Source: an optimization exercise on an open RTL-to-GDS flow (aim: small area). Production flows keep margins and buffers that such runs may drop. The RTL was checked by simulation tests, not by an equivalence proof against the original design. No activity file was given, so power comes from the tool's default toggle rates.

<file path="flow/run.sh">
#!/bin/bash
# Standard synthesis, then an area-oriented re-mapping of the combinational logic
# (registers untouched; best of several seeds), then the standard layout steps.
set -euo pipefail
W=$PWD
R=$W/orfs/results/$FLOW_PLATFORM/VGA/base
LIB=$FLOW_HOME/platforms/$FLOW_PLATFORM/lib/sky130_fd_sc_hd__tt_025C_1v80.lib
YOSYS=$FLOW_HOME/../tools/install/yosys/bin/yosys
[ -x "$YOSYS" ] || YOSYS=yosys
T=${REMAP_SECONDS:-400}

bash standard.sh synth > $W/1_standard_synth.log 2>&1
cp $R/1_2_yosys.v $W/1_2_yosys_standard.v

python3 $W/flow/libmodels.py $LIB $W/1_2_yosys_standard.v $W/cells.v > $W/1_libmodels.log 2>&1
grep -v blackbox $W/cells.v > $W/cells_map.v
DU="-dont_use *probe* -dont_use *lpflow* -dont_use *clkbuf* -dont_use *clkinv* -dont_use *dly* -dont_use *_bleeder*"
remap() {
  local s=$1
  sed -e "s/{T}/$T/" -e "s/{S}/$s/" $W/flow/abc_area.script > $W/abc_$s.script
  $YOSYS -p "read_liberty -lib $LIB; read_verilog $W/1_2_yosys_standard.v; hierarchy -top $FLOW_TOP; \
    techmap -map $W/cells_map.v; proc; opt_expr; techmap; opt -fast; opt_clean; \
    read_liberty -lib -ignore_redef $LIB; abc -liberty $LIB $DU -script $W/abc_$s.script; opt_clean -purge; \
    hilomap -singleton -hicell sky130_fd_sc_hd__conb_1 HI -locell sky130_fd_sc_hd__conb_1 LO; \
    insbuf -buf sky130_fd_sc_hd__buf_1 A X; splitnets; opt_clean -purge; \
    tee -o $W/remap_stat_$s.txt stat -liberty $LIB; check -assert; \
    write_verilog -noattr -nohex -nodec $W/1_2_yosys_remapped_$s.v" > $W/1_remap_$s.log 2>&1
}
SEEDS="1 2 3 4"
for s in $SEEDS; do remap $s & done
wait
best=""; bestA=""
for s in $SEEDS; do
  [ -f $W/1_2_yosys_remapped_$s.v ] || continue
  A=$(awk '/Chip area/ {print $NF}' $W/remap_stat_$s.txt)
  echo "seed $s area $A" >> $W/1_remap_summary.log
  if [ -z "$bestA" ] || awk "BEGIN{exit !($A < $bestA)}"; then best=$s; bestA=$A; fi
done
echo "best seed $best area $bestA" >> $W/1_remap_summary.log
cp $W/1_2_yosys_remapped_$best.v $R/1_2_yosys.v
rm -f $R/1_synth.odb $R/1_synth.sdc

bash standard.sh finish "BUFFER_PORTS_ARGS=-buffer_cell sky130_fd_sc_hd__buf_1" > $W/2_standard_layout.log 2>&1
</file>
<file path="flow/abc_area.script">
strash
&get -n
&deepsyn -T {T} -S {S}
&put
dch
amap -F 4 -A 6
topo
</file>
<file path="flow/libmodels.py">
#!/usr/bin/env python3
# Writes Verilog models of the library cells a netlist uses: combinational cells
# as logic (from their liberty functions), every other cell as a blackbox.
# usage: libmodels.py LIB NETLIST OUT
import re, sys
lib, netlist, out = sys.argv[1:4]
used = set(re.findall(r'^\s*(sky130_fd_sc_hd__\w+)\s', open(netlist).read(), re.M))
text = open(lib).read()
starts = [(m.start(), m.group(1)) for m in re.finditer(r'^\s*cell\s*\(\s*"?(\w+)"?\s*\)\s*\{', text, re.M)]
res = []
for i, (pos, name) in enumerate(starts):
    if name not in used:
        continue
    body = text[pos: starts[i + 1][0] if i + 1 < len(starts) else len(text)]
    seq = re.search(r'^\s*(ff|latch|statetable)\s*\(', body, re.M) is not None
    pins = []
    for pm in re.finditer(r'^\s*pin\s*\(\s*"?(\w+)"?\s*\)\s*\{', body, re.M):
        seg = body[pm.end(): pm.end() + 20000]
        nxt = re.search(r'^\s*pin\s*\(', seg, re.M)
        if nxt:
            seg = seg[:nxt.start()]
        d = re.search(r'direction\s*:\s*"?(\w+)"?', seg).group(1)
        f = re.search(r'^\s*function\s*:\s*"([^"]*)"', seg, re.M)
        pins.append((pm.group(1), d, f.group(1) if f else None))
    ports = ', '.join(('input ' if d == 'input' else 'output ') + p for p, d, f in pins)
    if seq or any(d == 'output' and f is None for p, d, f in pins):
        res.append('(* blackbox *) module %s(%s); endmodule' % (name, ports))
        continue
    lines = ['module %s(%s);' % (name, ports)]
    for p, d, f in pins:
        if d == 'output':
            e = f.replace('!', '~').replace('+', '|').replace('*', '&')
            lines.append('  assign %s = %s;' % (p, e))
    lines.append('endmodule')
    res.append('\n'.join(lines))
open(out, 'w').write('\n'.join(res) + '\n')
</file>
<file path="standard.sh">
#!/bin/bash
# synth_recipe.tcl (not shown) runs the flow's synth.tcl, then flattens the netlist and writes it again
# the make line also repeats each setting of config.mk as NAME=value (left out here)
make -C /OpenROAD-flow-scripts/flow DESIGN_CONFIG=/design/flow/config.mk WORK_HOME=/design/flow/orfs CLKGATE_MAP_FILE= SYNTH_SCRIPT=/design/flow/synth_recipe.tcl "${@:-finish}"
</file>
<file path="config.mk">
export PLATFORM = sky130hd
export DESIGN_NAME = VGA
export DESIGN_NICKNAME = VGA
export VERILOG_FILES = /design/flow/design.v
export SDC_FILE = /design/flow/constraint.sdc
export NUM_CORES = 4
export LEC_CHECK = 0
export CAP_MARGIN = 20
export CORE_MARGIN = 2
export CORE_UTILIZATION = 70
export PLACE_DENSITY = 0.85
export SLEW_MARGIN = 20
</file>
<file path="constraint.sdc">
create_clock -name core_clock -period 160.0 [get_ports {clk}]
set_input_delay 32.0000 -clock core_clock [delete_from_list [all_inputs] [get_ports {clk}]]
set_output_delay 32.0000 -clock core_clock [all_outputs]
set_load 0.01 [all_outputs]
</file>
<file path="design.v">
module hvsync_generator(
    input clk,
    input rst,
    output vga_h_sync,
    output vga_v_sync,
    output reg [4:0] rx,
    output reg [5:0] qx,
    output reg [4:0] ry,
    output reg [4:0] qy
  );
    reg vga_VS;
    reg [4:0] rx_next, ry_next;
    always @(*) begin
        case (rx)
          5'd0: rx_next = 5'd1;
          5'd1: rx_next = 5'd2;
          5'd2: rx_next = 5'd3;
          5'd3: rx_next = 5'd4;
          5'd4: rx_next = 5'd5;
          5'd5: rx_next = 5'd6;
          5'd6: rx_next = 5'd7;
          5'd7: rx_next = 5'd15;
          5'd15: rx_next = 5'd14;
          5'd14: rx_next = 5'd13;
          5'd13: rx_next = 5'd12;
          5'd12: rx_next = 5'd11;
          5'd11: rx_next = 5'd10;
          5'd10: rx_next = 5'd9;
          5'd9: rx_next = 5'd8;
          5'd8: rx_next = 5'd16;
          5'd16: rx_next = 5'd17;
          5'd17: rx_next = 5'd18;
          5'd18: rx_next = 5'd19;
          5'd19: rx_next = 5'd0;
          default: rx_next = 5'd0;
        endcase
        case (ry)
          5'd0: ry_next = 5'd1;
          5'd1: ry_next = 5'd2;
          5'd2: ry_next = 5'd3;
          5'd3: ry_next = 5'd4;
          5'd4: ry_next = 5'd5;
          5'd5: ry_next = 5'd6;
          5'd6: ry_next = 5'd7;
          5'd7: ry_next = 5'd15;
          5'd15: ry_next = 5'd14;
          5'd14: ry_next = 5'd13;
          5'd13: ry_next = 5'd12;
          5'd12: ry_next = 5'd11;
          5'd11: ry_next = 5'd10;
          5'd10: ry_next = 5'd9;
          5'd9: ry_next = 5'd8;
          5'd8: ry_next = 5'd16;
          5'd16: ry_next = 5'd17;
          5'd17: ry_next = 5'd18;
          5'd18: ry_next = 5'd19;
          5'd19: ry_next = 5'd0;
          default: ry_next = 5'd0;
        endcase
    end
    wire rxmax = rx[4] & rx[1] & rx[0];                       
    wire xmax  = qx[5] & qx[3];                               
    wire rymax = ry[4] & ry[1] & ry[0];                       
    wire ymax  = qy[4] & qy[3] & qy[1] & (ry == 5'd5);             
    always @(posedge clk)
      if (rst | xmax) begin
        rx <= 0;
        qx <= 0;
      end else begin
        rx <= rx_next;
        if (rxmax)
          qx <= qx + 1;
      end
    always @(posedge clk)
      if (rst | (xmax & ymax)) begin
        ry <= 0;
        qy <= 0;
      end else if (xmax) begin
        ry <= ry_next;
        if (rymax)
          qy <= qy + 1;
      end
    wire q32 = qx == 6'd32, q37 = qx == 6'd37;
    wire q33_36 = qx[5] & ~qx[3] & (qx[2] ? ~(qx[1] | qx[0]) : (qx[1] | qx[0]));
    wire hs_on = (q32 & rx[4] & rx[1]) | q33_36 | (q37 & ~rx[4] & ~((rx == 5'd10) | (rx == 5'd9) | (rx == 5'd8)));
    assign vga_h_sync = ~hs_on;
    wire vs_n = qy[4] & qy[3] & ~qy[1] & ~qy[0] & (ry == 5'd12);
    always @(posedge clk)
    if (rst)
      vga_VS <= 0;
    else
      vga_VS <= vs_n;
    assign vga_v_sync = ~vga_VS;
endmodule
module AccelText(
    input clk,
    input rst,
    input [1:0] lsel,       
    input [2:0] cq,         
    input [3:0] row,        
    input [3:0] col,        
    input inText,           
    input [7:0] ax,
    input [7:0] ay,
    input [7:0] az,
    output pix
);
    wire [3:0] code;
    wire bit_on;
    glyph_code gc (.cq(cq), .lsel(lsel), .ax(ax), .ay(ay), .az(az), .code(code));
    glyph_rom gr (.code(code), .row(row), .col(col), .y(bit_on));
    reg p;
    always @(posedge clk)
        if (rst)
            p <= 1'b0;
        else
            p <= inText & bit_on;
    assign pix = p;
endmodule
module glyph_code(input [2:0] cq, input [1:0] lsel, input [7:0] ax, input [7:0] ay, input [7:0] az, output [3:0] code);
  wire n34, n35, n36, n37, n38, n39, n40,
    n41, n42, n43, n44, n45, n46, n47, n48,
    n49, n50, n51, n52, n53, n54, n55, n56,
    n57, n58, n59, n60, n61, n62, n63, n64,
    n65, n66, n67, n68, n69, n70, n71, n72,
    n73, n74, n75, n76, n77, n78, n79, n80,
    n81, n82, n83, n84, n85, n86, n87, n88,
    n89, n90, n91, n92, n93, n94, n95, n96,
    n97, n98, n99, n100, n101, n102, n103,
    n104, n105, n106, n107, n108, n109, n110,
    n111, n112, n113, n114, n115, n116, n117,
    n118, n119, n120, n121, n122, n123, n124,
    n125, n126, n127, n128, n129, n130, n131,
    n132, n133, n134, n135, n136, n137, n138,
    n139, n140, n142, n143, n144, n145, n146,
    n147, n148, n149, n150, n151, n152, n153,
    n154, n155, n156, n157, n158, n159, n160,
    n161, n163, n164, n165, n166, n167, n168,
    n169, n170, n171, n172, n173, n174, n176,
    n177, n178, n179, n180, n181;
  assign n34 = ~lsel[0] & lsel[1];
  assign n35 = lsel[0] & ~lsel[1];
  assign n36 = ~n34 & ~n35;
  assign n37 = ~az[3] & n36;
  assign n38 = ~ay[3] & n34;
  assign n39 = ~ax[3] & n35;
  assign n40 = ~n38 & ~n39;
  assign n41 = ~n37 & n40;
  assign n42 = ~az[5] & n36;
  assign n43 = ~ay[5] & n34;
  assign n44 = ~ax[5] & n35;
  assign n45 = ~n43 & ~n44;
  assign n46 = ~n42 & n45;
  assign n47 = ~n41 & ~n46;
  assign n48 = n41 & n46;
  assign n49 = ~n47 & ~n48;
  assign n50 = az[6] & n36;
  assign n51 = ay[6] & n34;
  assign n52 = ax[6] & n35;
  assign n53 = ~n51 & ~n52;
  assign n54 = ~n50 & n53;
  assign n55 = ~az[4] & n36;
  assign n56 = ~ay[4] & n34;
  assign n57 = ~ax[4] & n35;
  assign n58 = ~n56 & ~n57;
  assign n59 = ~n55 & n58;
  assign n60 = n54 & n59;
  assign n61 = az[7] & n36;
  assign n62 = ay[7] & n34;
  assign n63 = ax[7] & n35;
  assign n64 = ~n62 & ~n63;
  assign n65 = ~n61 & n64;
  assign n66 = ~az[0] & n36;
  assign n67 = ~ay[0] & n34;
  assign n68 = ~ax[0] & n35;
  assign n69 = ~n67 & ~n68;
  assign n70 = ~n66 & n69;
  assign n71 = ~n65 & n70;
  assign n72 = az[1] & n36;
  assign n73 = ay[1] & n34;
  assign n74 = ax[1] & n35;
  assign n75 = ~n73 & ~n74;
  assign n76 = ~n72 & n75;
  assign n77 = ~n71 & n76;
  assign n78 = ~n65 & ~n77;
  assign n79 = az[2] & n36;
  assign n80 = ay[2] & n34;
  assign n81 = ax[2] & n35;
  assign n82 = ~n80 & ~n81;
  assign n83 = ~n79 & n82;
  assign n84 = n78 & ~n83;
  assign n85 = ~n60 & ~n84;
  assign n86 = ~n54 & ~n59;
  assign n87 = ~n78 & n83;
  assign n88 = ~n86 & ~n87;
  assign n89 = ~n85 & ~n88;
  assign n90 = ~n60 & ~n83;
  assign n91 = ~n86 & ~n90;
  assign n92 = n41 & ~n91;
  assign n93 = ~n41 & n91;
  assign n94 = ~n92 & ~n93;
  assign n95 = ~n60 & ~n86;
  assign n96 = ~n84 & ~n87;
  assign n97 = n95 & n96;
  assign n98 = n89 & ~n94;
  assign n99 = ~n95 & ~n98;
  assign n100 = ~n96 & n99;
  assign n101 = ~n97 & ~n100;
  assign n102 = n94 & n101;
  assign n103 = ~n89 & ~n102;
  assign n104 = n49 & ~n103;
  assign n105 = ~n49 & ~n89;
  assign n106 = ~n104 & ~n105;
  assign n107 = n71 & ~n76;
  assign n108 = ~n77 & ~n107;
  assign n109 = ~n46 & ~n65;
  assign n110 = n46 & n65;
  assign n111 = ~n109 & ~n110;
  assign n112 = n94 & n111;
  assign n113 = ~n94 & ~n111;
  assign n114 = ~n112 & ~n113;
  assign n115 = n108 & ~n114;
  assign n116 = n101 & n115;
  assign n117 = ~n106 & ~n116;
  assign n118 = cq[0] & ~n117;
  assign n119 = ~cq[1] & ~cq[2];
  assign n120 = ~n46 & ~n54;
  assign n121 = n46 & n54;
  assign n122 = ~n120 & ~n121;
  assign n123 = ~n111 & n122;
  assign n124 = n99 & n123;
  assign n125 = n106 & n124;
  assign n126 = ~cq[0] & n123;
  assign n127 = ~n125 & n126;
  assign n128 = n119 & ~n127;
  assign n129 = ~n118 & n128;
  assign n130 = cq[0] & ~cq[1];
  assign n131 = cq[1] & cq[2];
  assign n132 = ~n130 & ~n131;
  assign n133 = ~n119 & n132;
  assign n134 = ~n70 & n133;
  assign n135 = cq[1] & n65;
  assign n136 = cq[0] & cq[2];
  assign n137 = ~cq[1] & n34;
  assign n138 = n136 & ~n137;
  assign n139 = ~n135 & n138;
  assign n140 = ~n134 & ~n139;
  assign code[0] = ~n129 & n140;
  assign n142 = ~cq[1] & n36;
  assign n143 = n136 & ~n142;
  assign n144 = ~n108 & n133;
  assign n145 = ~n99 & ~n122;
  assign n146 = n111 & n145;
  assign n147 = ~cq[2] & ~n146;
  assign n148 = ~n125 & n147;
  assign n149 = n130 & n148;
  assign n150 = n145 & n149;
  assign n151 = ~n144 & ~n150;
  assign n152 = n106 & ~n151;
  assign n153 = ~n143 & ~n152;
  assign n154 = n108 & n133;
  assign n155 = n117 & n154;
  assign n156 = n106 & ~n111;
  assign n157 = ~n99 & ~n123;
  assign n158 = ~n124 & ~n157;
  assign n159 = ~n156 & n158;
  assign n160 = n149 & n159;
  assign n161 = ~n155 & ~n160;
  assign code[1] = ~n153 | ~n161;
  assign n163 = ~n122 & n149;
  assign n164 = ~n136 & ~n163;
  assign n165 = n153 & ~n164;
  assign n166 = n108 & ~n111;
  assign n167 = ~n108 & n111;
  assign n168 = ~n166 & ~n167;
  assign n169 = n106 & ~n168;
  assign n170 = n101 & ~n169;
  assign n171 = ~n101 & n169;
  assign n172 = n133 & ~n171;
  assign n173 = ~n170 & n172;
  assign n174 = ~n131 & ~n173;
  assign code[2] = n165 | ~n174;
  assign n176 = ~n132 & ~n148;
  assign n177 = ~n108 & ~n114;
  assign n178 = ~n106 & ~n177;
  assign n179 = ~n119 & ~n178;
  assign n180 = n153 & n179;
  assign n181 = ~code[2] & n180;
  assign code[3] = n176 | n181;
endmodule
module glyph_rom(input [3:0] code, input [3:0] row, input [3:0] col, output y);
  wire n14, n15, n16, n17, n18, n19, n20,
    n21, n22, n23, n24, n25, n26, n27, n28,
    n29, n30, n31, n32, n33, n34, n35, n36,
    n37, n38, n39, n40, n41, n42, n43, n44,
    n45, n46, n47, n48, n49, n50, n51, n52,
    n53, n54, n55, n56, n57, n58, n59, n60,
    n61, n62, n63, n64, n65, n66, n67, n68,
    n69, n70, n71, n72, n73, n74, n75, n76,
    n77, n78, n79, n80, n81, n82, n83, n84,
    n85, n86, n87, n88, n89, n90, n91, n92,
    n93, n94, n95, n96, n97, n98, n99,
    n100, n101, n102, n103, n104, n105, n106,
    n107, n108, n109, n110, n111, n112, n113,
    n114, n115, n116, n117, n118, n119, n120,
    n121, n122, n123, n124, n125, n126, n127,
    n128, n129, n130, n131, n132, n133, n134,
    n135, n136, n137, n138, n139, n140, n141,
    n142, n143, n144, n145, n146, n147, n148,
    n149, n150, n151, n152, n153, n154, n155,
    n156, n157, n158, n159, n160, n161, n162,
    n163, n164, n165, n166, n167, n168, n169,
    n170, n171, n172, n173, n174, n175, n176,
    n177, n178, n179, n180, n181, n182, n183,
    n184, n185, n186, n187, n188, n189, n190,
    n191, n192, n193, n194, n195, n196, n197,
    n198, n199, n200, n201, n202, n203, n204,
    n205, n206, n207, n208, n209, n210, n211,
    n212, n213, n214, n215, n216, n217, n218,
    n219, n220, n221, n222, n223, n224, n225,
    n226, n227, n228, n229, n230, n231, n232,
    n233, n234, n235, n236, n237, n238, n239,
    n240, n241, n242, n243, n244, n245, n246,
    n247, n248, n249, n250, n251, n252, n253,
    n254, n255, n256, n257, n258, n259, n260,
    n261, n262, n263, n264, n265, n266, n267,
    n268, n269, n270, n271, n272, n273, n274,
    n275, n276, n277, n278, n279, n280, n281,
    n282, n283, n284, n285, n286, n287, n288,
    n289, n290, n291, n292, n293, n294, n295,
    n296, n297, n298, n299, n300, n301, n302,
    n303, n304;
  assign n14 = ~row[0] & col[0];
  assign n15 = col[1] & ~col[2];
  assign n16 = row[1] & row[2];
  assign n17 = ~row[0] & ~col[0];
  assign n18 = n16 & ~n17;
  assign n19 = n15 & n18;
  assign n20 = row[1] & ~col[1];
  assign n21 = ~row[1] & col[1];
  assign n22 = ~n20 & ~n21;
  assign n23 = ~n14 & ~n22;
  assign n24 = ~row[0] & row[2];
  assign n25 = n23 & n24;
  assign n26 = row[2] & ~col[1];
  assign n27 = row[1] & col[1];
  assign n28 = ~n26 & ~n27;
  assign n29 = ~n16 & ~n17;
  assign n30 = ~n28 & n29;
  assign n31 = ~n25 & ~n30;
  assign n32 = col[2] & ~n31;
  assign n33 = ~n19 & ~n32;
  assign n34 = col[3] & ~n33;
  assign n35 = col[1] & col[2];
  assign n36 = n34 & ~n35;
  assign n37 = col[3] & n26;
  assign n38 = ~row[0] & col[2];
  assign n39 = ~row[1] & n38;
  assign n40 = ~n37 & n39;
  assign n41 = row[0] & n15;
  assign n42 = ~n38 & ~n41;
  assign n43 = ~row[1] & row[2];
  assign n44 = ~n42 & ~n43;
  assign n45 = col[3] & ~n18;
  assign n46 = row[0] & ~col[0];
  assign n47 = ~col[1] & ~n14;
  assign n48 = ~n46 & ~n47;
  assign n49 = ~n45 & ~n48;
  assign n50 = n44 & ~n49;
  assign n51 = ~col[0] & ~col[1];
  assign n52 = ~row[2] & ~n51;
  assign n53 = row[0] & col[2];
  assign n54 = ~n52 & n53;
  assign n55 = ~n45 & n54;
  assign n56 = ~n50 & ~n55;
  assign n57 = ~row[1] & ~row[2];
  assign n58 = ~row[0] & n57;
  assign n59 = col[1] & n58;
  assign n60 = n14 & n15;
  assign n61 = ~col[2] & ~col[3];
  assign n62 = ~n16 & n61;
  assign n63 = ~n60 & n62;
  assign n64 = ~n59 & ~n63;
  assign n65 = ~n51 & ~n64;
  assign n66 = n56 & n65;
  assign n67 = ~n40 & ~n66;
  assign n68 = ~n36 & n67;
  assign n69 = ~n14 & ~n68;
  assign n70 = row[0] & col[0];
  assign n71 = n37 & ~n70;
  assign n72 = row[2] & ~col[2];
  assign n73 = ~col[1] & ~col[3];
  assign n74 = n72 & n73;
  assign n75 = row[1] & ~n60;
  assign n76 = ~n74 & n75;
  assign n77 = ~n71 & n76;
  assign n78 = ~n69 & n77;
  assign n79 = ~col[1] & ~col[2];
  assign n80 = col[0] & n79;
  assign n81 = ~row[2] & row[3];
  assign n82 = n80 & ~n81;
  assign n83 = n78 & n82;
  assign n84 = ~row[1] & row[3];
  assign n85 = row[1] & ~row[3];
  assign n86 = ~n84 & ~n85;
  assign n87 = ~row[2] & n86;
  assign n88 = ~n42 & n87;
  assign n89 = row[2] & ~n84;
  assign n90 = ~col[2] & n51;
  assign n91 = n89 & n90;
  assign n92 = n79 & ~n89;
  assign n93 = ~row[2] & ~n85;
  assign n94 = ~n14 & ~n46;
  assign n95 = ~n93 & ~n94;
  assign n96 = n92 & n95;
  assign n97 = ~n91 & ~n96;
  assign n98 = ~n88 & n97;
  assign n99 = col[0] & n35;
  assign n100 = row[1] & col[0];
  assign n101 = ~n14 & ~n100;
  assign n102 = ~n79 & ~n101;
  assign n103 = ~n46 & ~n51;
  assign n104 = ~n102 & n103;
  assign n105 = row[0] & row[1];
  assign n106 = col[2] & ~n17;
  assign n107 = ~n105 & n106;
  assign n108 = ~n104 & ~n107;
  assign n109 = col[3] & ~n108;
  assign n110 = ~n99 & ~n109;
  assign n111 = row[2] & ~n38;
  assign n112 = ~n100 & n111;
  assign n113 = ~n110 & n112;
  assign n114 = n98 & ~n113;
  assign n115 = ~row[3] & ~n79;
  assign n116 = ~n114 & n115;
  assign n117 = n24 & n80;
  assign n118 = n15 & n43;
  assign n119 = ~row[2] & col[2];
  assign n120 = row[1] & n119;
  assign n121 = ~n118 & ~n120;
  assign n122 = ~n25 & ~n121;
  assign n123 = ~n117 & ~n122;
  assign n124 = row[3] & ~n123;
  assign n125 = n114 & n124;
  assign n126 = code[1] & ~n125;
  assign n127 = ~n116 & n126;
  assign n128 = ~n83 & n127;
  assign n129 = col[0] & col[1];
  assign n130 = ~n51 & ~n129;
  assign n131 = row[1] & ~n130;
  assign n132 = ~n35 & ~n131;
  assign n133 = ~n35 & ~n53;
  assign n134 = ~n27 & ~n133;
  assign n135 = ~n132 & n134;
  assign n136 = ~n57 & ~n135;
  assign n137 = n20 & n119;
  assign n138 = ~n72 & ~n119;
  assign n139 = ~n20 & n138;
  assign n140 = ~n137 & ~n139;
  assign n141 = n14 & ~n140;
  assign n142 = ~n48 & n72;
  assign n143 = row[1] & ~n138;
  assign n144 = ~n142 & ~n143;
  assign n145 = ~n141 & n144;
  assign n146 = n136 & n145;
  assign n147 = ~col[3] & ~n131;
  assign n148 = row[3] & ~n147;
  assign n149 = n146 & ~n148;
  assign n150 = ~n81 & ~n149;
  assign n151 = ~n90 & n105;
  assign n152 = row[2] & n151;
  assign n153 = ~code[0] & ~code[1];
  assign n154 = ~row[0] & ~row[1];
  assign n155 = ~n105 & ~n154;
  assign n156 = n52 & n155;
  assign n157 = ~n130 & ~n156;
  assign n158 = col[2] & col[3];
  assign n159 = ~n157 & n158;
  assign n160 = n153 & ~n159;
  assign n161 = ~row[2] & ~n151;
  assign n162 = ~n160 & ~n161;
  assign n163 = ~n152 & ~n162;
  assign n164 = ~n150 & n163;
  assign n165 = ~n51 & n53;
  assign n166 = n57 & n165;
  assign n167 = row[1] & ~row[2];
  assign n168 = n133 & n167;
  assign n169 = ~n166 & ~n168;
  assign n170 = ~col[3] & ~n169;
  assign n171 = ~n81 & ~n99;
  assign n172 = ~n170 & n171;
  assign n173 = ~n164 & ~n172;
  assign n174 = code[0] & ~code[1];
  assign n175 = ~n173 & n174;
  assign n176 = ~code[0] & n98;
  assign n177 = ~n175 & ~n176;
  assign n178 = ~n128 & n177;
  assign n179 = row[3] & ~n79;
  assign n180 = n110 & ~n179;
  assign n181 = ~code[0] & code[1];
  assign n182 = ~row[1] & ~col[1];
  assign n183 = col[0] & n182;
  assign n184 = n181 & ~n183;
  assign n185 = ~n163 & n184;
  assign n186 = ~n180 & n185;
  assign n187 = ~n150 & n186;
  assign n188 = ~code[3] & ~n187;
  assign n189 = ~n178 & n188;
  assign n190 = ~row[1] & n31;
  assign n191 = n61 & ~n190;
  assign n192 = row[2] & n165;
  assign n193 = n56 & ~n192;
  assign n194 = ~n191 & n193;
  assign n195 = ~n78 & ~n194;
  assign n196 = ~col[3] & ~n79;
  assign n197 = ~n23 & n196;
  assign n198 = n146 & n197;
  assign n199 = ~row[1] & ~col[0];
  assign n200 = n155 & ~n199;
  assign n201 = ~n121 & ~n200;
  assign n202 = n80 & ~n144;
  assign n203 = ~n201 & ~n202;
  assign n204 = ~n198 & n203;
  assign n205 = ~n115 & n174;
  assign n206 = n56 & n205;
  assign n207 = ~n204 & n206;
  assign n208 = ~n195 & n207;
  assign n209 = n22 & n46;
  assign n210 = ~n22 & ~n46;
  assign n211 = code[1] & ~n210;
  assign n212 = ~n209 & n211;
  assign n213 = n14 & ~n22;
  assign n214 = ~n140 & ~n213;
  assign n215 = n212 & n214;
  assign n216 = ~code[1] & n42;
  assign n217 = ~n203 & n216;
  assign n218 = ~n215 & ~n217;
  assign n219 = ~code[0] & ~n218;
  assign n220 = code[0] & code[1];
  assign n221 = n99 & n220;
  assign n222 = ~n219 & ~n221;
  assign n223 = row[3] & ~n222;
  assign n224 = ~code[1] & ~n80;
  assign n225 = row[3] & ~n35;
  assign n226 = ~n224 & ~n225;
  assign n227 = ~n212 & n226;
  assign n228 = n146 & n227;
  assign n229 = code[0] & col[3];
  assign n230 = n27 & n229;
  assign n231 = ~n41 & ~n230;
  assign n232 = ~n44 & n231;
  assign n233 = code[0] & n105;
  assign n234 = ~code[1] & ~row[3];
  assign n235 = ~n167 & n234;
  assign n236 = ~n233 & n235;
  assign n237 = ~n232 & n236;
  assign n238 = code[3] & ~n237;
  assign n239 = ~n228 & n238;
  assign n240 = ~n223 & n239;
  assign n241 = ~n208 & n240;
  assign n242 = ~code[2] & ~n241;
  assign n243 = ~n189 & n242;
  assign n244 = code[1] & ~n58;
  assign n245 = ~n68 & ~n244;
  assign n246 = n53 & n129;
  assign n247 = ~col[3] & ~n246;
  assign n248 = ~n90 & ~n247;
  assign n249 = n215 & n248;
  assign n250 = code[0] & ~n249;
  assign n251 = ~n245 & n250;
  assign n252 = ~col[3] & ~n33;
  assign n253 = n160 & ~n252;
  assign n254 = code[1] & ~col[3];
  assign n255 = n199 & n254;
  assign n256 = ~code[1] & ~n94;
  assign n257 = ~n14 & ~n155;
  assign n258 = ~n256 & ~n257;
  assign n259 = ~n254 & n258;
  assign n260 = ~n255 & ~n259;
  assign n261 = n142 & n260;
  assign n262 = row[3] & ~n261;
  assign n263 = ~n253 & ~n262;
  assign n264 = ~n251 & n263;
  assign n265 = n34 & ~n258;
  assign n266 = ~n14 & ~n52;
  assign n267 = ~col[3] & ~n266;
  assign n268 = ~n203 & n267;
  assign n269 = n15 & ~n260;
  assign n270 = n38 & n182;
  assign n271 = ~n153 & ~n220;
  assign n272 = ~n270 & n271;
  assign n273 = ~n269 & n272;
  assign n274 = ~n268 & n273;
  assign n275 = ~n265 & n274;
  assign n276 = row[3] & ~n163;
  assign n277 = ~n275 & n276;
  assign n278 = ~n198 & n220;
  assign n279 = n277 & ~n278;
  assign n280 = ~n264 & ~n279;
  assign n281 = n181 & ~n277;
  assign n282 = ~n195 & n281;
  assign n283 = ~n280 & ~n282;
  assign n284 = ~code[3] & ~n283;
  assign n285 = ~row[0] & n167;
  assign n286 = ~row[3] & ~n285;
  assign n287 = ~n209 & ~n286;
  assign n288 = col[3] & n146;
  assign n289 = ~n287 & ~n288;
  assign n290 = ~n45 & n214;
  assign n291 = row[3] & ~n58;
  assign n292 = ~n290 & n291;
  assign n293 = n153 & ~n292;
  assign n294 = ~n289 & n293;
  assign n295 = n86 & n174;
  assign n296 = n53 & ~n73;
  assign n297 = n85 & n181;
  assign n298 = n296 & n297;
  assign n299 = ~n295 & ~n298;
  assign n300 = row[2] & ~n299;
  assign n301 = code[3] & ~n300;
  assign n302 = ~n294 & n301;
  assign n303 = code[2] & ~n302;
  assign n304 = ~n284 & n303;
  assign y = n243 | n304;
endmodule
module VGA(
    input clk,
    input rst,
    input [7:0] ax,
    input [7:0] ay,
    input [7:0] az,
    output [2:0] pixel,
    output hsync_out,
    output vsync_out
);
    wire [4:0] rx, ry, qy;
    wire [5:0] qx;
    wire pix;
    hvsync_generator hvsync (
        .clk(clk), .rst(rst),
        .vga_h_sync(hsync_out), .vga_v_sync(vsync_out),
        .rx(rx), .qx(qx), .ry(ry), .qy(qy)
    );
    wire qx_in = (qx[5:3] == 3'd0 & qx[2] & (qx[1] | qx[0])) | (qx[5:3] == 3'd1 & ~qx[2] & ~(qx[1] & qx[0]));
    wire qy_in = qy[4:3] == 2'd0 & qy[2] & (qy[1] | qy[0]);
    wire inText = qx_in & qy_in & ~rx[4] & ~ry[4];
    AccelText accel_text_inst (
        .clk(clk), .rst(rst),
        .lsel(qy[1:0]), .cq(qx[2:0]), .row(ry[3:0]), .col(rx[3:0]), .inText(inText),
        .ax(ax), .ay(ay), .az(az), .pix(pix)
    );
    assign pixel = {pix, 1'b0, pix};
endmodule
</file>
==> Implementation_results.wiki, run 1 <==
{| class="wikitable"
! Metric !! Value
|-
| First-pass GRT wire length || between 10 and 15 mm
|-
| Endpoints failing hold || 0
|-
| Cell area after synthesis || 2420 um2
|-
| Final setup fails || 0
|-
| Vias post-DR || 3354
|-
| Kind of path behind the tightest hold check || reg -> reg
|-
| Number of buffers inserted by hold repair at cts || 0
|-
| Die Footprint || a little under 4000 um2
|-
| Number of inserted filler cells in the final layout || around 280
|-
| Required @ worst endpoint || approximately 160 ns
|-
| Largest net degree at the start of global routing || 17
|-
| Final Instance Count excl. Fillers || approximately 500
|-
| Clock network latency to the later pin of the worst-skew pair || between 0.3 and 0.4 ns
|-
| Core Box Area || roughly 3300 um2
|-
| Chip Width || about 63 um
|-
| Type of origin of the critical path || input port
|-
| Antenna violations before repair || 0
|-
| Mapped Cells || 413
|-
| Total of cells resized after clock tree synthesis || 0
|-
| Sinks on Clock Net || 23
|-
| Signed area change from the synthesized netlist to the final layout || 7.51%
|-
| Top-level port count || 31
|-
| Number of vias per cell || between 6 and 7
|-
| Sequential cell area || approximately 460 um2
|-
| Synth Warn # || 2
|-
| Min cycle time layout || between 30 and 40 ns
|-
| Slowest cell on crit path || sky130_fd_sc_hd__a222oi_1
|-
| Share of final-layout standard cells stronger than drive strength 1 || less than 1%
|-
| GPL Wtd Cong || about 1.1
|-
| Share of the clock period used by the worst path || 22.8%
|-
| Root Buffer Master || sky130_fd_sc_hd__clkbuf_4
|-
| Count of pins over their slew limit || 0
|-
| Via count of the first global-routing pass || around 3k
|-
| Final setup skew || approximately 0.0086 ns
|-
| Result of the run || timing/DRC/antenna clean
|-
| Standby leakage power || between 0.0009 and 0.001 uW
|-
| Chip height || about 63 um
|-
| Start-to-end type of the worst setup path || in -> reg
|-
| Initial standard-cell utilization of the core || a little over 70%
|-
| Half-perimeter wire length after placement || 6.27 mm
|-
| Syn Nets || around 440
|-
| Routed wire per std cell || between 15 and 20 um
|-
| Count of buffer and inverter cells on the critical path || 4
|-
| TritonCTS Buffers || 3
|-
| Highest clock frequency the design can meet || 0.0274 GHz
|-
| Commonest non-fill, non-tap cells in the layout || sky130_fd_sc_hd__nor2_1, sky130_fd_sc_hd__inv_1, sky130_fd_sc_hd__o21ai_0, sky130_fd_sc_hd__buf_1, sky130_fd_sc_hd__nand2_1
|-
| First DRT Iteration DRCs || approximately 470
|-
| Power Dens Cells || 8.87 nW/um2
|-
| Post-CTS setup buffer count || 0
|-
| Routed wire length || between 8 and 9 mm
|-
| Endpoint kind of the worst setup timing path || flip-flop
|-
| Aggregate global-route resource usage || between 40% and 50%
|-
| Post-placement cell count || 485
|-
| Most common cell after layout, fill and taps aside || sky130_fd_sc_hd__nor2_1
|-
| Number of routed nets with antenna violations || 0
|-
| Origin of the critical flop-to-flop path || hvsync.qy[1]$_SDFFE_PP0P_
|-
| Bufs on Longest Clock Path || 2
|-
| Start point of the worst hold path || hvsync.qy[2]$_SDFFE_PP0P_
|-
| Net count, final || 470
|-
| CP top delay family || compound AO/OA/AOI/OAI gates
|-
| Max H-tree Level || 1
|-
| Unrepaired setup endpoints after global routing || false
|-
| Number of inserted diodes || 0
|-
| Std cell rows || 21
|-
| Total area of multi-input combinational cells || ~1700 um2
|-
| Mean instance size in the synthesized netlist || ~6 um2
|-
| Max_slew headroom || about half
|-
| MaxCap Viol Count || 0
|-
| Slew of the pin with the lowest slew margin || 0.763 ns
|-
| Clock transition at the register clock pins on the worst setup and hold paths after CTS || around 0.12 ns
|-
| Drc violations || 0
|-
| Slowest Stage Delay on Critical Path || roughly 0.52 ns
|-
| Sum Neg Setup Slack || 0 ns
|-
| Number of buffers inserted by port buffering || 29
|-
| CP max FO || 5
|-
| Worst setup startpoint || ax[7]
|-
| Number of iterations in the first detailed-routing pass || 7
|-
| Endpoint arrival time on the critical path || between 30 and 40 ns
|-
| Congestion Overflow GR || 0
|-
| CTS tree || yes
|-
| Largest voltage drop on the vdd net || between 0.01 and 0.015 mV
|}
==> where the power goes <==
group	internal [uW]	total, uW	switching [uW]
clock	0.975	2.61	1.64
combinational	4.25	13.2	8.91
sequential	6.08	7.27	1.19
total	11.3	23.0	11.7
==> registers in the layout, summed over array words and instances, names as in the netlist <==
signal and cells:
accel_text_inst.p 1, hvsync.qx 6, hvsync.qy 5, hvsync.rx 5, hvsync.ry 5, hvsync.vga_VS 1
==> area by class of cell <==
| cell class | instances | share of cell area (%) |
|---|---|---|
| clock buffer | 4 | 1.01 |
| inverter | 67 | 9.68 |
| multi-input combinational | 320 | 65.2 |
| sequential | 23 | 17.7 |
| tap | 46 | 2.21 |
| timing repair buffer | 29 | 4.19 |
==> stage by stage <==
step / setup WS, ns / utilization (%) / area (um2) / hold WS [ns] / power (uW)
2_1_floorplan: 124.07 / - / 2420 / 0.453 / 16.3
5_1_grt: 123.22 / 77.9 / 2600 / 0.539 / 24.4
6_report: 123.55 / 77.9 / 2600 / 0.498 / 23.0
3_5_place_dp: 123.44 / 77.1 / 2570 / 0.481 / 19.7
4_1_cts: 123.70 / 77.9 / 2600 / 0.501 / 22.2
3_3_place_gp: 123.68 / 77.1 / 2570 / 0.471 / 19.4
==> worst min-delay path: cells and delay by family (launching register included) <==
kind            cells  cell delay [ns]
flops               1             0.31
buf+inv             1             0.07
compound gates      1             0.07
==> metal layers <==
layer  vias up  GRT usage, %  wire (um)
met1      1479          51.1       3140
met4         0          15.0        345
met2       276          69.9       3720
met3        53          7.75       1020
li1       1546             -          -
met5         -             0          0
==> final timing paths <==
kind,end,slack [ns],depth (start not counted)
worst max register to register,accel_text_inst.p$_SDFF_PP0_,154.32,27
worst min-delay path,hvsync.qy[2]$_SDFFE_PP0P_,0.50,2
worst min register to register,hvsync.qy[2]$_SDFFE_PP0P_,0.50,2
worst max-delay path,accel_text_inst.p$_SDFF_PP0_,123.55,26
==> run 2: changes to the inputs <==
==> flow/run.sh (replaced) <==
#!/bin/bash
# Standard synthesis, then an area-oriented re-mapping of the combinational logic
# (registers untouched): two rounds of ABC &deepsyn + amap, best of four seeds each,
# the second round starting from the first round's best; then the standard layout steps.
set -euo pipefail
W=$PWD
R=$W/orfs/results/$FLOW_PLATFORM/VGA/base
LIB=$FLOW_HOME/platforms/$FLOW_PLATFORM/lib/sky130_fd_sc_hd__tt_025C_1v80.lib
YOSYS=$FLOW_HOME/../tools/install/yosys/bin/yosys
[ -x "$YOSYS" ] || YOSYS=yosys
T=${REMAP_SECONDS:-300}

bash standard.sh synth > $W/1_standard_synth.log 2>&1
cp $R/1_2_yosys.v $W/1_2_yosys_standard.v

DU="-dont_use *probe* -dont_use *lpflow* -dont_use *clkbuf* -dont_use *clkinv* -dont_use *dly* -dont_use *_bleeder*"
round() {
  local in=$1 r=$2
  python3 $W/flow/libmodels.py $LIB $in $W/cells_$r.v > $W/1_libmodels_$r.log 2>&1
  grep -v blackbox $W/cells_$r.v > $W/cells_map_$r.v
  for s in 1 2 3 4; do remap $in $r $s & done
  wait
}
# remap uses cells_map_<round>.v through its second argument's round prefix
remap() {
  local in=$1 r=$2 s=$3 tag=$2_$3
  sed -e "s/{T}/$T/" -e "s/{S}/$s/" $W/flow/abc_area.script > $W/abc_$tag.script
  $YOSYS -p "read_liberty -lib $LIB; read_verilog $in; hierarchy -top $FLOW_TOP; \
    techmap -map $W/cells_map_$r.v; proc; opt_expr; techmap; opt -fast; opt_clean; \
    read_liberty -lib -ignore_redef $LIB; abc -liberty $LIB $DU -script $W/abc_$tag.script; opt_clean -purge; \
    hilomap -singleton -hicell sky130_fd_sc_hd__conb_1 HI -locell sky130_fd_sc_hd__conb_1 LO; \
    insbuf -buf sky130_fd_sc_hd__buf_1 A X; splitnets; opt_clean -purge; \
    tee -o $W/remap_stat_$tag.txt stat -liberty $LIB; check -assert; \
    write_verilog -noattr -nohex -nodec $W/1_2_yosys_remapped_$tag.v" > $W/1_remap_$tag.log 2>&1
}
best=""; bestA=""
pick() {
  for f in $W/remap_stat_$1_*.txt; do
    local tag=${f#$W/remap_stat_}; tag=${tag%.txt}
    [ -f $W/1_2_yosys_remapped_$tag.v ] || continue
    local A=$(awk '/Chip area/ {print $NF}' $f)
    echo "$tag area $A" >> $W/1_remap_summary.log
    if [ -z "$bestA" ] || awk "BEGIN{exit !($A < $bestA)}"; then best=$tag; bestA=$A; fi
  done
}
round $W/1_2_yosys_standard.v r1
pick r1
cp $W/1_2_yosys_remapped_$best.v $W/1_2_yosys_round1.v
round $W/1_2_yosys_round1.v r2
pick r2
echo "best $best area $bestA" >> $W/1_remap_summary.log
cp $W/1_2_yosys_remapped_$best.v $R/1_2_yosys.v
rm -f $R/1_synth.odb $R/1_synth.sdc

bash standard.sh finish "BUFFER_PORTS_ARGS=-buffer_cell sky130_fd_sc_hd__buf_1" > $W/2_standard_layout.log 2>&1
==> Implementation_results.wiki, run 2 <==
{| class="wikitable"
! Metric !! Value
|-
| First-pass GRT wire length || 11.4 mm (-14%)
|-
| Bufs on Longest Clock Path || 2 (unchanged)
|-
| Hold Worst Slack || 0.505 ns (+0.00683 ns)
|-
| Post-placement cell count || 462 (-4.7%)
|-
| Standby leakage power || 0.000887 uW (-1.8%)
|-
| Synth Warn # || 2 (unchanged)
|-
| Congestion Overflow GR || 0 (unchanged)
|-
| Total of cells resized after clock tree synthesis || 0 (unchanged)
|-
| Mean instance size in the synthesized netlist || 6.02 um2 (+2.8%)
|-
| Number of routed nets with antenna violations || 0 (unchanged)
|-
| Total area of multi-input combinational cells || 1620 um2 (-4.2%)
|-
| Number of buffers inserted by port buffering || 29 (unchanged)
|-
| Most common cell after layout, fill and taps aside || sky130_fd_sc_hd__nor2_1
|-
| Highest clock frequency the design can meet || 0.0275 GHz (+0.23%)
|-
| Endpoints failing hold || 0 (unchanged)
|-
| Largest voltage drop on the vdd net || 0.00687 mV (-34%)
|-
| Die Footprint || 3830 um2 (-2.8%)
|-
| Endpoint arrival time on the critical path || 36.57 ns (-0.14 ns)
|-
| Power Dens Cells || 7.62 nW/um2 (-14%)
|-
| Half-perimeter wire length after placement || 5.75 mm (-8.3%)
|-
| Final Instance Count excl. Fillers || 466 (-4.7%)
|-
| Net count, final || 447 (-4.9%)
|-
| MaxCap Viol Count || 0 (unchanged)
|-
| TritonCTS Buffers || 3 (unchanged)
|-
| Number of iterations in the first detailed-routing pass || 10 (+3)
|-
| CTS tree || yes
|-
| Register with the highest flop count || hvsync.qx
|-
| Antenna violations before repair || 0 (unchanged)
|-
| Number of buffers inserted by hold repair at cts || 0 (unchanged)
|-
| Post-CTS setup buffer count || 0 (unchanged)
|-
| Kind of path behind the tightest hold check || reg -> reg
|-
| Placement Cell Area || 2500 um2 (-2.8%)
|-
| Final core area utilization || 77.0% (-0.93 points)
|-
| Via count of the first global-routing pass || 2597 (-13%)
|-
| Clock transition at the register clock pins on the worst setup and hold paths after CTS || 0.12 ns (about the same)
|-
| Number of flip-flops under the largest register name || 6 (unchanged)
|-
| Chip height || 61.9 um (-1.4%)
|-
| GPL Wtd Cong || 1.15 (+6.0%)
|-
| Commonest non-fill, non-tap cells in the layout || sky130_fd_sc_hd__nor2_1, sky130_fd_sc_hd__inv_1, sky130_fd_sc_hd__nand2_1, sky130_fd_sc_hd__buf_1, sky130_fd_sc_hd__o21ai_0
|-
| Aggregate global-route resource usage || 39.3% (-1.6 points)
|-
| Result of the run || timing/DRC/antenna clean
|-
| Chip Width || 61.9 um (-1.4%)
|-
| Sequential cell area || 460 um2 (unchanged)
|-
| Max H-tree Level || 1 (unchanged)
|-
| Sum Neg Setup Slack || 0 ns (unchanged)
|-
| Signed area change from the synthesized netlist to the final layout || 7.73%
|-
| Cell area after layout || 2530 um2 (-2.7%)
|-
| Start-to-end type of the worst setup path || in -> reg
|-
| Drc violations || 0 (unchanged)
|-
| CP max FO || 7 (+2)
|-
| Core Box Area || 3280 um2 (-1.6%)
|-
| Final setup fails || 0 (unchanged)
|-
| Routed wire length || 7.58 mm (-7.9%)
|-
| Root Buffer Master || sky130_fd_sc_hd__clkbuf_4
|-
| Std cell rows || 21 (unchanged)
|-
| Syn Nets || 416 (-5.2%)
|-
| Slew of the pin with the lowest slew margin || 0.700 ns (-0.0636 ns)
|-
| Largest net degree at the start of global routing || 16 (-1)
|-
| Sinks on Clock Net || 23 (unchanged)
|-
| Unrepaired setup endpoints after global routing || false
|-
| Endpoint kind of the worst setup timing path || flip-flop
|-
| Max_slew headroom || 53.2% (+4.6 points)
|-
| First DRT Iteration DRCs || 727 (+55%)
|-
| Clock network latency to the later pin of the worst-skew pair || 0.31 ns (about the same)
|-
| Cell area after synthesis || 2350 um2 (-3.0%)
|-
| Number of inserted diodes || 0 (unchanged)
|-
| Number of inserted filler cells in the final layout || 271 (-3.6%)
|-
| Required @ worst endpoint || 160.20 ns (-0.05 ns)
|-
| Vias post-DR || 3195 (-4.7%)
|-
| Type of origin of the critical path || input port
|-
| Number of vias per cell || 6.86 (about the same)
|-
| Share of final-layout standard cells stronger than drive strength 1 || 0.714% (+0.037 points)
|-
| Initial standard-cell utilization of the core || 71.4% (-1.0 points)
|-
| Share of the clock period used by the worst path || 22.7% (-0.051 points)
|-
| Count of pins over their slew limit || 0 (unchanged)
|-
| Top-level port count || 31 (unchanged)
|-
| Final setup skew || 0.00226 ns (-0.00635 ns)
|-
| Mapped Cells || 390 (-5.6%)
|-
| Routed wire per std cell || 16.3 um (-3.3%)
|-
| Min cycle time layout || 36.37 ns (-0.0820 ns)
|}
run 2: path summary, 6_finish.rpt:
path,slack [ns],end,from,cells past startpoint
worst max-delay path,123.63,accel_text_inst.p$_SDFF_PP0_,az[7],23
worst min-delay path,0.51,hvsync.qy[2]$_SDFFE_PP0P_,hvsync.qy[2]$_SDFFE_PP0P_,2
worst max register to register,154.53,accel_text_inst.p$_SDFF_PP0_,hvsync.qy[0]$_SDFFE_PP0P_,24
worst min register to register,0.51,hvsync.qy[2]$_SDFFE_PP0P_,hvsync.qy[2]$_SDFFE_PP0P_,2
run 2: cell type report:
type	instances	area share (%)
multi-input cells	297	64.2
flip-flops and latches	23	18.2
inverters	67	9.95
repair buffers	29	4.31
well taps	46	2.28
clock buffers	4	1.04
run 2: metrics by stage:
step           power [uW]  setup slack (ns)
2_1_floorplan        13.7            124.08
5_1_grt              20.2            123.17
3_5_place_dp         16.1            123.39
3_3_place_gp         16.0            123.70
4_1_cts              18.6            123.72
6_report             19.3            123.63
run 2: routing by layer:
metal	global-route usage, %	routed length, um
met2	62.9	3210
met5	0	0
met3	7.66	1010
met1	52.1	2980
met4	15.5	375
run 2: critical path, stage by stage:
cell and delay [ns]:
sky130_fd_sc_hd__buf_1 0.07, sky130_fd_sc_hd__a222oi_1 0.62, sky130_fd_sc_hd__nor2_1 0.14, sky130_fd_sc_hd__nand2_1 0.14, sky130_fd_sc_hd__nor2_1 0.05, sky130_fd_sc_hd__o21ai_0 0.42
sky130_fd_sc_hd__nand2_1 0.15, sky130_fd_sc_hd__o21ai_0 0.39, sky130_fd_sc_hd__nor2_1 0.12, sky130_fd_sc_hd__nor2_1 0.15, sky130_fd_sc_hd__inv_1 0.05, sky130_fd_sc_hd__o221ai_1 0.21
sky130_fd_sc_hd__o41ai_1 0.16, sky130_fd_sc_hd__a211oi_1 0.63, sky130_fd_sc_hd__o211ai_1 0.21, sky130_fd_sc_hd__a21oi_1 0.17, sky130_fd_sc_hd__nor3_1 0.09, sky130_fd_sc_hd__o22a_1 0.23
sky130_fd_sc_hd__o21a_1 0.16, sky130_fd_sc_hd__nor3b_1 0.16, sky130_fd_sc_hd__nor2_1 0.07, sky130_fd_sc_hd__a21oi_1 0.11, sky130_fd_sc_hd__nor4b_1 0.06
run 2: report_power, final:
part / switching [uW] / internal [uW]
clock network: 1.68 / 0.974
registers: 0.813 / 6.03
logic: 6.73 / 3.05
total: 9.22 / 10.1
==> run 3: changes to the inputs <==
--- a/flow/run.sh
+++ b/flow/run.sh
@@ -2,4 +2,4 @@
 # Standard synthesis, then an area-oriented re-mapping of the combinational logic
-# (registers untouched): two rounds of ABC &deepsyn + amap, best of four seeds each,
-# the second round starting from the first round's best; then the standard layout steps.
+# (registers untouched): rounds of ABC &deepsyn + amap with four seeds each, each round
+# starting from the best netlist so far; then the standard layout steps.
 set -euo pipefail
@@ -10,3 +10,4 @@
 [ -x "$YOSYS" ] || YOSYS=yosys
-T=${REMAP_SECONDS:-300}
+T=${REMAP_SECONDS:-200}
+ROUNDS=${REMAP_ROUNDS:-4}
 
@@ -20,3 +21,4 @@
   grep -v blackbox $W/cells_$r.v > $W/cells_map_$r.v
-  for s in 1 2 3 4; do remap $in $r $s & done
+  local n=${r#r}; [ $n -le 2 ] && n=0 || n=$((n - 2))
+  for s in 1 2 3 4; do remap $in $r $(( (n * 4 + s) % 100 )) & done
   wait
@@ -45,9 +47,11 @@
 }
-round $W/1_2_yosys_standard.v r1
-pick r1
-cp $W/1_2_yosys_remapped_$best.v $W/1_2_yosys_round1.v
-round $W/1_2_yosys_round1.v r2
-pick r2
+# round N: four seeds from the best netlist so far; keep the best overall
+cur=$W/1_2_yosys_standard.v
+for n in $(seq 1 $ROUNDS); do
+  round $cur r$n
+  pick r$n
+  cur=$W/1_2_yosys_remapped_$best.v
+done
 echo "best $best area $bestA" >> $W/1_remap_summary.log
-cp $W/1_2_yosys_remapped_$best.v $R/1_2_yosys.v
+cp $cur $R/1_2_yosys.v
 rm -f $R/1_synth.odb $R/1_synth.sdc
--- a/config.mk
+++ b/config.mk
@@ -10,2 +10,3 @@
 export CORE_UTILIZATION = 70
+export CTS_BUF_LIST = sky130_fd_sc_hd__clkbuf_8
 export PLACE_DENSITY = 0.85
==> Implementation_results.wiki, run 3 <==
{| class="wikitable"
! Metric !! Value
|-
| Worst hold stages || 2 (unchanged)
|-
| Via count of the first global-routing pass || 2740 (+5.5%)
|-
| Number of iterations in the first detailed-routing pass || 9 (-1)
|-
| Routed wire per std cell || 16.9 um (+3.6%)
|-
| Final Instance Count excl. Fillers || 459 (-1.5%)
|-
| Highest clock frequency the design can meet || 0.0274 GHz (-0.19%)
|-
| Signed area change from the synthesized netlist to the final layout || 8.53%
|-
| Cell area after synthesis || 2320 um2 (-1.2%)
|-
| Sum Neg Setup Slack || 0 ns (unchanged)
|-
| Type of origin of the critical path || input port
|-
| Net count, final || 442 (-1.1%)
|-
| Post-placement cell count || 455 (-1.5%)
|-
| Number of buffers inserted by port buffering || 29 (unchanged)
|-
| Top-level port count || 31 (unchanged)
|-
| Aggregate global-route resource usage || 42.9% (+3.6 points)
|-
| Mapped Cells || 385 (-1.3%)
|-
| Commonest non-fill, non-tap cells in the layout || sky130_fd_sc_hd__nor2_1, sky130_fd_sc_hd__inv_1, sky130_fd_sc_hd__o21ai_0, sky130_fd_sc_hd__buf_1, sky130_fd_sc_hd__nand2_1
|-
| First DRT Iteration DRCs || 662 (-8.9%)
|-
| Endpoint of the worst register-to-register path || accel_text_inst.p$_SDFF_PP0_
|-
| Endpoints failing hold || 0 (unchanged)
|-
| Worst Hold Endpoint || hvsync.vga_VS$_SDFF_PP0_
|-
| Number of inserted diodes || 0 (unchanged)
|-
| Number of buffers inserted by hold repair at cts || 0 (unchanged)
|-
| Synth Warn # || 2 (unchanged)
|-
| Max H-tree Level || 1 (unchanged)
|-
| Metal1 wirelength || 3.06 mm (+2.6%)
|-
| Antenna violations before repair || 0 (unchanged)
|-
| Mean instance size in the synthesized netlist || 6.02 um2 (+0.11%)
|-
| Chip height || 61.6 um (-0.55%)
|-
| Routed wire length on met2 || 3.28 mm (+2.1%)
|-
| Root Buffer Master || sky130_fd_sc_hd__clkbuf_8
|-
| Largest voltage drop on the vdd net || 0.0101 mV (+46%)
|-
| Sinks on Clock Net || 23 (unchanged)
|-
| Drc violations || 0 (unchanged)
|-
| Endpoint kind of the worst setup timing path || flip-flop
|-
| Vias post-DR || 3189 (-0.19%)
|-
| Core Box Area || 3100 um2 (-5.5%)
|-
| CTS tree || yes
|-
| Count of pins over their slew limit || 0 (unchanged)
|-
| Post-CTS setup buffer count || 0 (unchanged)
|-
| Slew of the pin with the lowest slew margin || 0.655 ns (-0.0446 ns)
|-
| Power Dens Cells || 7.98 nW/um2 (+4.7%)
|-
| Std cell rows || 20 (-4.8%)
|-
| Initial standard-cell utilization of the core || 74.7% (+3.3 points)
|-
| Highest layer used for signal routing || met4
|-
| Number of routed nets with antenna violations || 0 (unchanged)
|-
| Share of the clock period used by the worst path || 22.8% (+0.043 points)
|-
| Cell area after layout || 2520 um2 (-0.45%)
|-
| Half-perimeter wire length after placement || 5.76 mm (+0.19%)
|-
| Result of the run || timing/DRC/antenna clean
|-
| Clock network latency to the later pin of the worst-skew pair || 0.27 ns (-0.04 ns)
|-
| MaxCap Viol Count || 0 (unchanged)
|-
| CP max FO || 8 (+1)
|-
| Syn Nets || 411 (-1.2%)
|-
| Share of final-layout standard cells stronger than drive strength 1 || 0.723% (+0.0086 points)
|-
| Endpoint arrival time on the critical path || 36.61 ns (+0.04 ns)
|-
| Largest net degree at the start of global routing || 18 (+2)
|-
| GPL Wtd Cong || 1.14 (-1.1%)
|-
| Final setup skew || 0.00357 ns (+0.00131 ns)
|-
| Bufs on Longest Clock Path || 2 (unchanged)
|-
| Start-to-end type of the worst setup path || in -> reg
|-
| Standby leakage power || 0.000904 uW (+2.0%)
|-
| Placement Cell Area || 2470 um2 (-1.2%)
|-
| Clock transition at the register clock pins on the worst setup and hold paths after CTS || 0.08 ns (-0.04 ns)
|-
| Worst setup margin || 123.56 ns (-0.0690 ns)
|-
| FF-to-FF setup slack || 154.53 ns (about the same)
|-
| Total of cells resized after clock tree synthesis || 0 (unchanged)
|-
| Routed wire length || 7.74 mm (+2.1%)
|-
| Number of vias per cell || 6.95 (+1.3%)
|-
| Chip Width || 61.6 um (-0.55%)
|-
| Sum of met3 wire segment lengths after detailed routing || 1.08 mm (+7.0%)
|-
| Final setup fails || 0 (unchanged)
|-
| Die Footprint || 3790 um2 (-1.1%)
|-
| Start point of the worst hold path || hvsync.qy[3]$_SDFFE_PP0P_
|-
| Number of flip-flops under the largest register name || 6 (unchanged)
|-
| Worst-case setup slack after placement || 123.41 ns (+0.0200 ns)
|-
| First-pass GRT wire length || 12.3 mm (+8.1%)
|-
| Congestion Overflow GR || 0 (unchanged)
|-
| Total power of the final layout || 20.1 uW (+4.3%)
|-
| Unrepaired setup endpoints after global routing || false
|-
| TritonCTS Buffers || 3 (unchanged)
|-
| Required @ worst endpoint || 160.17 ns (-0.03 ns)
|-
| Min cycle time layout || 36.44 ns (+0.0690 ns)
|-
| Max_slew headroom || 55.2% (+2.0 points)
|-
| Register with the highest flop count || hvsync.qx
|-
| Worst R2R Path Depth || 26 (+8.3%)
|-
| Most common cell after layout, fill and taps aside || sky130_fd_sc_hd__nor2_1
|-
| Origin of the critical flop-to-flop path || hvsync.qy[1]$_SDFFE_PP0P_
|-
| Kind of path behind the tightest hold check || reg -> reg
|}
==> run 3: changes by cell type in the layout (fill, tap and decap cells not counted), sizes merged, moves of 5 or more <==
cell,delta
a2111oi,+6
inv,-5
nor2,-5
o21ai,+12
a211oi,-5
or2,+5
nand2,-6
==> run 3: final cells by class <==
cell class | count | area, um2
flip-flops and latches | 23 | 460
fillers | 237 | 587
well taps | 44 | 55.1
repair buffers | 29 | 109
multi-input cells | 298 | 1620
clock buffers | 3 | 41.3
clock inverters | 1 | 3.75
inverters | 61 | 229
==> run 3: critical path, stage by stage <==
cell and delay (ns):
sky130_fd_sc_hd__buf_1 0.07, sky130_fd_sc_hd__a222oi_1 0.45, sky130_fd_sc_hd__inv_1 0.22, sky130_fd_sc_hd__o21ai_0 0.19, sky130_fd_sc_hd__nor2_1 0.11, sky130_fd_sc_hd__inv_1 0.11
sky130_fd_sc_hd__nor2_1 0.04, sky130_fd_sc_hd__o21ai_0 0.41, sky130_fd_sc_hd__o221ai_1 0.24, sky130_fd_sc_hd__o21ai_0 0.31, sky130_fd_sc_hd__nor2_1 0.12, sky130_fd_sc_hd__nor2_1 0.14
sky130_fd_sc_hd__o21a_1 0.14, sky130_fd_sc_hd__nor3_1 0.05, sky130_fd_sc_hd__a31oi_1 0.24, sky130_fd_sc_hd__o21ai_0 0.17, sky130_fd_sc_hd__inv_1 0.15, sky130_fd_sc_hd__nand2_1 0.13
sky130_fd_sc_hd__o311ai_0 0.53, sky130_fd_sc_hd__o21ai_0 0.17, sky130_fd_sc_hd__o21a_1 0.13, sky130_fd_sc_hd__o21ai_0 0.14, sky130_fd_sc_hd__o311a_1 0.18, sky130_fd_sc_hd__o22a_1 0.13
sky130_fd_sc_hd__nor2_1 0.04
==> run 3: worst max path at each step <==
| stage | cells after the start | to | from |
|---|---|---|---|
| 3_3_place_gp | 25 | accel_text_inst.p$_SDFF_PP0_ | az[7] |
| 3_5_place_dp | 25 | accel_text_inst.p$_SDFF_PP0_ | az[7] |
| 4_1_cts | 25 | accel_text_inst.p$_SDFF_PP0_ | az[7] |
| 6_report | 25 | accel_text_inst.p$_SDFF_PP0_ | az[7] |
| 5_1_grt | 26 | accel_text_inst.p$_SDFF_PP0_ | az[7] |
| 2_1_floorplan | 24 | accel_text_inst.p$_SDFF_PP0_ | az[7] |
==> run 3: report_power, final <==
group          switching (uW)  internal [uW]  total [uW]  leakage [uW]
Combinational            6.54           3.06        9.60      0.000692
Sequential              0.869           6.03        6.90      0.000186
Clock                    1.87           1.72        3.59     0.0000269
Total                    9.28           10.8        20.1      0.000904
==> run 3: per-layer routing <==
| layer | GRT usage, % | vias up |
|---|---|---|
| met5 | 0 | - |
| met4 | 18.5 | 0 |
| met3 | 10.3 | 62 |
| met2 | 64.2 | 284 |
| met1 | 58.5 | 1372 |
| li1 | - | 1471 |
==> run 3: per-stage QoR <==
step | hold WS [ns] | util [%]
2_1_floorplan | 0.445 | -
3_3_place_gp | 0.487 | 79.6
3_5_place_dp | 0.492 | 79.6
4_1_cts | 0.505 | 81.1
5_1_grt | 0.514 | 81.1
6_report | 0.513 | 81.1

[re-timing with driven ports]
The results above use ideal ports. As a check the final layouts listed here were re-extracted and re-timed, cells and wires unchanged. Step 1 assumes that a clkbuf_16 drives the clock port and a buf_2 every other input. Step 2 adds t to the input delays and takes it off the output delays; t is the mean of the earliest and latest rising clock arrival at the registers after step 1. Input paths then give back, and output paths get back, about the clock's delay inside the block. a / b / c = ideal / step 1 / step 2; a / b = the first two.
run | t (ns) | setup WS [ns] | worst data-port slew with drivers (ns)
run 1 | 0.336 | 123.545 / 123.548 / 123.212 | 0.04
run 2 | 0.327 | 123.627 / 123.627 / 123.300 | 0.04
run 3 | 0.290 | 123.558 / 123.562 / 123.271 | 0.04
After both steps setup and hold are still met in every run listed. The setup slack of run 1, which loses most, moves by +0.003 ns with the drivers and by -0.333 ns with both steps.
